This is an optimization exercise on Yosys and OpenROAD, whose aim is small area, not a production implementation.
The RTL was checked by simulation tests, not by an equivalence proof against the original design.
The flow treats the clock pin as an ideal source, which a real chip does not have.
No activity file was given, so power comes from the tool's default toggle rates.

run 1:
Design main, start of the top module:
module main(rst_n,clk,keys,leds,seg_nCS,seg_leds);
	input rst_n;
	input clk;
	input [7:0]keys;
	output wire [7:0]leds;
	output wire [5:0]seg_nCS;
	output wire [7:0]seg_leds;
	localparam [2:0]rststa=3'b000,dpysta=3'b001,atosta=3'b010,adpsta=3'b011,mulsta=3'b110,mdpsta=3'b111;
	wire [3:0]ca;
	wire tk1k,tk100,tk10,tk2;
	frediv tb0(clk,rst_n,ca,tk1k,tk100,tk10,tk2);
	wire krst,key1,key2,key3,key4,key5,key7;
	debounce k1(krst,keys[0],clk,tk100,rst_n);
	debounce k2(key1,keys[1],clk,tk100,rst_n);
	debounce k3(key2,keys[2],clk,tk100,rst_n);
	debounce k4(key3,keys[3],clk,tk100,rst_n);
	debounce k5(key4,keys[4],clk,tk100,rst_n);
	debounce k6(key5,keys[5],clk,tk100,rst_n);
	debounce k8(key7,keys[7],clk,tk100,rst_n);
	reg [2:0]crtsta,nxtsta;
	reg [1:0]nktsta; 
	reg folinic;
	reg flag1,flag2,flag3,flag4,flag5;
	reg [7:0]in1,in2,atoin1;
	always@(posedge clk)
		if(!krst)
			crtsta<=rststa;
		else if(tk1k)
		begin
			if(!key1||!key2||!key3||!key4)
				crtsta<=nxtsta;
			else if(!key5||folinic)
				crtsta<={1'b0,nktsta};
		end
	always@(posedge clk or negedge rst_n)
		if(!rst_n)
		begin
			flag1<=0;
			flag2<=0;
			flag3<=0;
			flag4<=0;
		end
		else if(krst&&tk1k)
		begin
			flag1<=!key1;
			flag2<=!key2;
			flag3<=!key3;
			flag4<=!key4;
		end
	wire mulnow=(crtsta==mulsta);
	wire inc1=tk1k&!key2&!flag2&mulnow;
	wire inc2=tk1k&!key3&!flag3&mulnow;
	always@(posedge clk)
	begin
		in1<={8{krst}}&(in1+inc1);
		in2<={8{krst}}&(in2+inc2);
	end
	always@(posedge clk)
	begin
		if(!krst)
			nxtsta<=rststa;
		else if(tk1k)
		begin
			if(!key4&&!flag4)
				nxtsta<=(crtsta==mdpsta) ? atosta : mdpsta;
			else if(!key3)
				nxtsta<=flag3 ? mulsta : mdpsta;
			else if(!key2)
				nxtsta<=flag2 ? mulsta : mdpsta;
			else if(!key1&&!flag1)
				nxtsta<=(crtsta==rststa) ? dpysta : rststa;
		end
	end
	always@(posedge clk or negedge rst_n)
		if(!rst_n)
			flag5<=0;
		else if(key7&&tk2)
			flag5<=!key5;
	wire atonow=(crtsta==atosta);
	wire [7:0]atoinc=atoin1+1'b1;
	wire inca=tk2&key5&atonow;
	always@(posedge clk)
		atoin1<=key7 ? atoin1+inca : 8'd1;
	always@(posedge clk)
	begin
		if(!key7)
		begin
			nktsta<=atosta[1:0];
			folinic<=0;
		end
		else if(tk2)
		begin
			if(key5)
			begin
				nktsta<=atonow ? adpsta[1:0] : atosta[1:0];
				if(atonow)
					folinic<=1;
			end
			else if(!flag5)
			begin
  ...
==> flow/config.mk <==
export PLATFORM = sky130hd
export DESIGN_NAME = main
export DESIGN_NICKNAME = main
export VERILOG_FILES = /design/flow/design.v
export SDC_FILE = /design/flow/constraint.sdc
export NUM_CORES = 4
export LEC_CHECK = 0
export CAP_MARGIN = 20
export CORE_MARGIN = 2
export CORE_UTILIZATION = 65
export PLACE_DENSITY = 0.8
export SLEW_MARGIN = 20
==> flow/constraint.sdc <==
create_clock -name core_clock -period 20.0 [get_ports {clk}]
set_input_delay 4.0000 -clock core_clock [delete_from_list [all_inputs] [get_ports {clk}]]
set_output_delay 4.0000 -clock core_clock [all_outputs]
set_load 0.01 [all_outputs]
standard.sh (not shown) runs the stock make flow with config.mk's settings and CLKGATE_MAP_FILE= SYNTH_SCRIPT=/design/flow/synth_recipe.tcl, a recipe that flattens the netlist after the stock synthesis.
==> flow/flow/run.sh <==
#!/bin/bash
# Own layout flow: the standard flow (standard.sh) with
#  - the standard synthesis, except that ABC maps the combinational logic
#    with flow/area.abc (own_synth.tcl); registers are mapped before ABC and
#    so are exactly the standard synthesis's; full-adder extraction is
#    skipped so that ABC sees all of the logic;
#  - port buffers of the smallest buffer cell instead of the flow's default;
#  - a clock tree of clkbuf_4/clkbuf_8 without dummy loads.
set -euo pipefail
W=$(pwd)
bash "$W/standard.sh" \
  "SYNTH_SCRIPT=$W/flow/own_synth.tcl" \
  "BUFFER_PORTS_ARGS=-buffer_cell sky130_fd_sc_hd__buf_1" \
  "CTS_ARGS=-sink_clustering_enable -repair_clock_nets -dont_use_dummy_load -buf_list {sky130_fd_sc_hd__buf_6}" \
  finish > "$W/orfs_make.log" 2>&1
==> flow/flow/area.abc <==
strash
ifraig
scorr
dc2
strash
&get -n
&dch -f
&nf -R 1000 -C 32 -F 4 -A 4
&put
==> flow/flow/own_synth.tcl <==
# Standard synthesis (synth_recipe.tcl) with one change: the ABC pass that maps
# the combinational logic uses area.abc instead of ORFS's script. Registers
# are mapped before ABC runs, so they are the standard synthesis's.
set ::own_abc_script [file join [file dirname [file normalize [info script]]] area.abc]
proc abc {args} {
  set i [lsearch -exact $args -script]
  if { $i >= 0 } {
    set args [lreplace $args [expr {$i + 1}] [expr {$i + 1}] $::own_abc_script]
  }
  yosys abc {*}$args
}
proc extract_fa {args} { puts "own flow: extract_fa skipped" }
source [file join [file dirname [file dirname $::own_abc_script]] synth_recipe.tcl]
Here is what was changed in the inputs of run 2 compared with run 1.
Settings: a change of CORE_UTILIZATION from 65 to 40; a change of PLACE_DENSITY from 0.8 to 0.6.
diff --git a/flow/flow/run.sh b/flow/flow/run.sh
--- a/flow/flow/run.sh
+++ b/flow/flow/run.sh
@@ -12,4 +12,4 @@
   "SYNTH_SCRIPT=$W/flow/own_synth.tcl" \
   "BUFFER_PORTS_ARGS=-buffer_cell sky130_fd_sc_hd__buf_1" \
-  "CTS_ARGS=-sink_clustering_enable -repair_clock_nets -dont_use_dummy_load -buf_list {sky130_fd_sc_hd__buf_6}" \
+  "CTS_ARGS=-sink_clustering_enable -repair_clock_nets -dont_use_dummy_load -buf_list {sky130_fd_sc_hd__clkbuf_8 sky130_fd_sc_hd__clkbuf_16} -sink_clustering_size 50 -sink_clustering_max_diameter 500" \
   finish > "$W/orfs_make.log" 2>&1
--- outcome ---
Delta (run 2 minus run 1): routed length on met1 increased about 16%, switching power summed over all nets increased 8.5%, final worst-path cycle share was more or less identical. Total design power is lower on run 1. Taking run 1 as the reference point, the area growth from synthesis to layout of run 2 rises by 4.6 points. Via count (run 2 vs. run 1) decreases by a few percent.
Inputs modified between run 2 and run 3:
diff --git a/flow/flow/run.sh b/flow/flow/run.sh
--- a/flow/flow/run.sh
+++ b/flow/flow/run.sh
@@ -12,4 +12,4 @@
   "SYNTH_SCRIPT=$W/flow/own_synth.tcl" \
   "BUFFER_PORTS_ARGS=-buffer_cell sky130_fd_sc_hd__buf_1" \
-  "CTS_ARGS=-sink_clustering_enable -repair_clock_nets -dont_use_dummy_load -buf_list {sky130_fd_sc_hd__clkbuf_8 sky130_fd_sc_hd__clkbuf_16} -sink_clustering_size 50 -sink_clustering_max_diameter 500" \
+  "CTS_ARGS=-sink_clustering_enable -repair_clock_nets -dont_use_dummy_load -buf_list {sky130_fd_sc_hd__clkbuf_4 sky130_fd_sc_hd__clkbuf_8}" \
   finish > "$W/orfs_make.log" 2>&1
Notes after the runs:
- Compared to run 2, run 3 has final critical delay including setup and external delays 0.029 ns higher.
- Diff run 2 -> run 3: final core area utilization lower, wire length after detailed routing roughly the same, signed area change from the synthesized netlist to the final layout lower.
- Between run 2 and run 3, the number of enable flip-flop cells after synthesis does not differ in any meaningful way.
- Per the comparison of run 3 with run 2, total power lost about 12%, final area lost 2.0%.
- Lower worst setup margin goes to run 3 over run 2.
- Per the comparison of run 3 with run 2, headroom to the max-slew limit has increased, share of the final layout cell area in multi-input gates has increased, sequential cell fraction of total power has increased.
Inputs modified between run 3 and run 4:
==> flow/flow/run.sh <==
#!/bin/bash
# Own layout flow: the standard flow (standard.sh) with
#  - the standard synthesis, except that ABC maps the combinational logic
#    with flow/area.abc (own_synth.tcl); registers are mapped before ABC and
#    so are exactly the standard synthesis's;
#  - port buffers of the smallest buffer cell instead of the flow's default;
#  - power recovery (downsizing of cells off the critical paths) after
#    global routing.
set -euo pipefail
W=$(pwd)
bash "$W/standard.sh" \
  "SYNTH_SCRIPT=$W/flow/own_synth.tcl" \
  "BUFFER_PORTS_ARGS=-buffer_cell sky130_fd_sc_hd__buf_1" \
  "RECOVER_POWER=100" \
  finish > "$W/orfs_make.log" 2>&1
==> flow/flow/area.abc <==
strash
ifraig
scorr
dc2
strash
&get -n
&dch -f
&nf -R 1000
&put
diff --git a/flow/flow/own_synth.tcl b/flow/flow/own_synth.tcl
--- a/flow/flow/own_synth.tcl
+++ b/flow/flow/own_synth.tcl
@@ -10,4 +10,3 @@
   yosys abc {*}$args
 }
-proc extract_fa {args} { puts "own flow: extract_fa skipped" }
 source [file join [file dirname [file dirname $::own_abc_script]] synth_recipe.tcl]
--- outcome ---
- Comparing run 3 and run 4, met2 track demand over resource is higher on run 3.
- Looking at final hold slack across run 3 and run 4, the one that comes out lower is run 4.
- The post-route cell area in run 4 sits about 10% above the value recorded for run 3.
- Status run 4: flow complete, layout not clean - capacitance limit, slew limit
- Compared with run 3, wire length in run 4 increased by a few percent.
- Run 4 does worse than run 3 on total net switching power.

========
main again, from the RTL that the note above started with.
==> flow/design.v (excerpt) <==
module main(rst_n,clk,keys,leds,seg_nCS,seg_leds);
	input rst_n;
	input clk;
	input [7:0]keys;
	output wire [7:0]leds;
	output wire [5:0]seg_nCS;
	output wire [7:0]seg_leds;
	localparam [2:0]rststa=3'b000,dpysta=3'b001,atosta=3'b010,adpsta=3'b011,mulsta=3'b110,mdpsta=3'b111;
	wire [3:0]ca;
	wire tk1k,tk100,tk10,tk2;
	frediv tb0(clk,rst_n,ca,tk1k,tk100,tk10,tk2);
	wire krst,key1,key2,key3,key4,key5,key7;
	debounce k1(krst,keys[0],clk,tk100,rst_n);
	debounce k2(key1,keys[1],clk,tk100,rst_n);
	debounce k3(key2,keys[2],clk,tk100,rst_n);
	debounce k4(key3,keys[3],clk,tk100,rst_n);
	debounce k5(key4,keys[4],clk,tk100,rst_n);
	debounce k6(key5,keys[5],clk,tk100,rst_n);
	debounce k8(key7,keys[7],clk,tk100,rst_n);
	reg [2:0]crtsta,nxtsta;
	reg [1:0]nktsta; 
	reg folinic;
	reg flag1,flag2,flag3,flag4,flag5;
	reg [7:0]in1,in2,atoin1;
	always@(posedge clk)
		if(!krst)
			crtsta<=rststa;
		else if(tk1k)
		begin
			if(!key1||!key2||!key3||!key4)
				crtsta<=nxtsta;
			else if(!key5||folinic)
				crtsta<={1'b0,nktsta};
		end
	always@(posedge clk or negedge rst_n)
		if(!rst_n)
		begin
			flag1<=0;
			flag2<=0;
			flag3<=0;
			flag4<=0;
		end
		else if(krst&&tk1k)
		begin
			flag1<=!key1;
			flag2<=!key2;
			flag3<=!key3;
			flag4<=!key4;
		end
  ...
Settings: LEC_CHECK=0, CAP_MARGIN=20, CORE_MARGIN=2, CORE_UTILIZATION=40, GPL_TIMING_DRIVEN=0, PLACE_DENSITY=0.6, SLEW_MARGIN=20; clock period 20.0 ns.
==> flow/flow/run.sh <==
#!/bin/bash
# Own layout flow: the standard flow (standard.sh) with
#  - the standard synthesis, except for how the combinational logic is
#    mapped (own_synth.tcl): full-adder extraction is skipped, and ABC runs
#    each of the scripts flow/a*.abc, keeping the smallest result. Registers
#    are mapped before ABC, so they are exactly the standard synthesis's;
#  - global placement without timing-driven mode, after removing synthesis's
#    port buffers as timing-driven mode would (pre_gpl.tcl);
#  - port buffers of the smallest buffer cell instead of the flow's default;
#  - a clock tree of clkbuf_4/clkbuf_8 without dummy loads.
set -euo pipefail
W=$(pwd)
bash "$W/standard.sh" \
  "SYNTH_SCRIPT=$W/flow/own_synth.tcl" \
  "PRE_GLOBAL_PLACE_TCL=$W/flow/pre_gpl.tcl" \
  "BUFFER_PORTS_ARGS=-buffer_cell sky130_fd_sc_hd__buf_1" \
  "CTS_ARGS=-sink_clustering_enable -repair_clock_nets -dont_use_dummy_load -buf_list {sky130_fd_sc_hd__clkbuf_4 sky130_fd_sc_hd__clkbuf_8}" \
  finish > "$W/orfs_make.log" 2>&1
==> flow/flow/pre_gpl.tcl <==
# Own flow, before global placement (which runs without timing-driven mode):
# remove the buffers synthesis put on ports, as timing-driven placement would
# do first; the ports get their own buffers right after this.
remove_buffers
Other scripts of this flow, unchanged in this note and not shown: flow/flow/a01.abc, flow/flow/a02.abc, flow/flow/a04.abc, flow/flow/a05.abc, flow/flow/a06.abc, flow/flow/own_synth.tcl
Next try:
--- a/flow/flow/run.sh
+++ b/flow/flow/run.sh
@@ -7,2 +6,0 @@
-#  - global placement without timing-driven mode, after removing synthesis's
-#    port buffers as timing-driven mode would (pre_gpl.tcl);
@@ -10 +8,3 @@
-#  - a clock tree of clkbuf_4/clkbuf_8 without dummy loads.
+#  - a clock tree of buf_4 without dummy loads, with the buffers whose
+#    clock sinks would see a high slew upsized to buf_6 (post_cts.tcl).
+# Each tool's log is in orfs/logs/; make's output is in orfs_make.log.
@@ -15 +14,0 @@
-  "PRE_GLOBAL_PLACE_TCL=$W/flow/pre_gpl.tcl" \
@@ -17 +16,2 @@
-  "CTS_ARGS=-sink_clustering_enable -repair_clock_nets -dont_use_dummy_load -buf_list {sky130_fd_sc_hd__clkbuf_4 sky130_fd_sc_hd__clkbuf_8}" \
+  "CTS_ARGS=-sink_clustering_enable -repair_clock_nets -dont_use_dummy_load -buf_list {sky130_fd_sc_hd__buf_4}" \
+  "POST_CTS_TCL=$W/flow/post_cts.tcl" \
==> flow/flow/post_cts.tcl (new file) <==
estimate_parasitics -placement
set own_resized 0
foreach inst [[ord::get_db_block] getInsts] {
  set name [$inst getName]
  if { ![string match "clkbuf_*" $name] } { continue }
  if { [[$inst getMaster] getName] ne "sky130_fd_sc_hd__buf_4" } { continue }
  set worst 0
  foreach pin [get_pins -of_objects [get_nets -of_objects [get_pins $name/X]]] {
    set s [get_property $pin slew_max]
    if { $s > $worst } { set worst $s }
  }
  if { $worst > 0.100 } {
    replace_cell $name sky130_fd_sc_hd__buf_6
    incr own_resized
  }
}
puts "own flow: upsized $own_resized clock buffers to buf_6"
if { $own_resized > 0 } {
  detailed_placement
  check_placement -verbose
}
CORE_UTILIZATION = 65   (was 40)
GPL_TIMING_DRIVEN = unset   (was 0)
PLACE_DENSITY = 0.8   (was 0.6)
removed: flow/flow/pre_gpl.tcl
Effect: Worst hold slack stays flat; via count grows by 1.9%; critical path depth stays the same; power fell by 4.5%; non-clock buffer count is unchanged; area after synthesis is unchanged; final area fell by about 2.5%; global-route usage rises by 10 points; flip-flop and latch count stays the same.
Next try:
CORE_UTILIZATION = 75   (was 65)
PLACE_DENSITY = 0.88   (was 0.8)
- The changed run went through all stages and came out clean
- via count grows by a few percent
- sequential cell count is unchanged
- total power decreases slightly
- worst setup slack is better by 0.055 ns
- count of clock-buffer cells in the layout is unchanged
- first-iteration DRC count grows by well over a third

[what the ideal ports hide]
How much do the figures lean on ideal ports? The routed layouts below were timed once more, with nothing changed but the port constraints.
Step 1 assumes that a clkbuf_16 drives the clock port and a buf_2 every other input.
Step 2, shift: input delay + t, output delay - t, t = (earliest + latest rising clock arrival at the registers) / 2. This alone moves slack from input paths to output paths.
Three values: no drivers, after step 1, after step 2; two values: the first two.
run	t, ns	setup WS [ns]	hold slack, ns	clock arrival spread, ns	worst register clock-pin slew, ns
run 1	0.345	14.256 / 14.224 / 14.569	0.458 / 0.458 / 0.458	0.031 / 0.031	0.10 / 0.10
run 2	0.370	14.269 / 14.230 / 14.600	0.454 / 0.454 / 0.454	0.014 / 0.014	0.07 / 0.07
run 3	0.385	14.240 / 14.208 / 14.593	0.457 / 0.457 / 0.457	0.018 / 0.018	0.09 / 0.09
run 4	0.387	14.063 / 14.026 / 14.103	0.452 / 0.452 / 0.452	0.007 / 0.007	0.06 / 0.06
the first run of note 2	0.382	14.182 / 14.150 / 14.532	0.460 / 0.460 / 0.460	0.020 / 0.021	0.09 / 0.09
the second run of note 2	0.349	14.218 / 14.186 / 14.535	0.457 / 0.457 / 0.457	0.028 / 0.028	0.10 / 0.10
the third run of note 2	0.348	14.273 / 14.240 / 14.588	0.463 / 0.463 / 0.463	0.022 / 0.022	0.11 / 0.11
The worst setup slack also covers recovery checks on asynchronous resets.
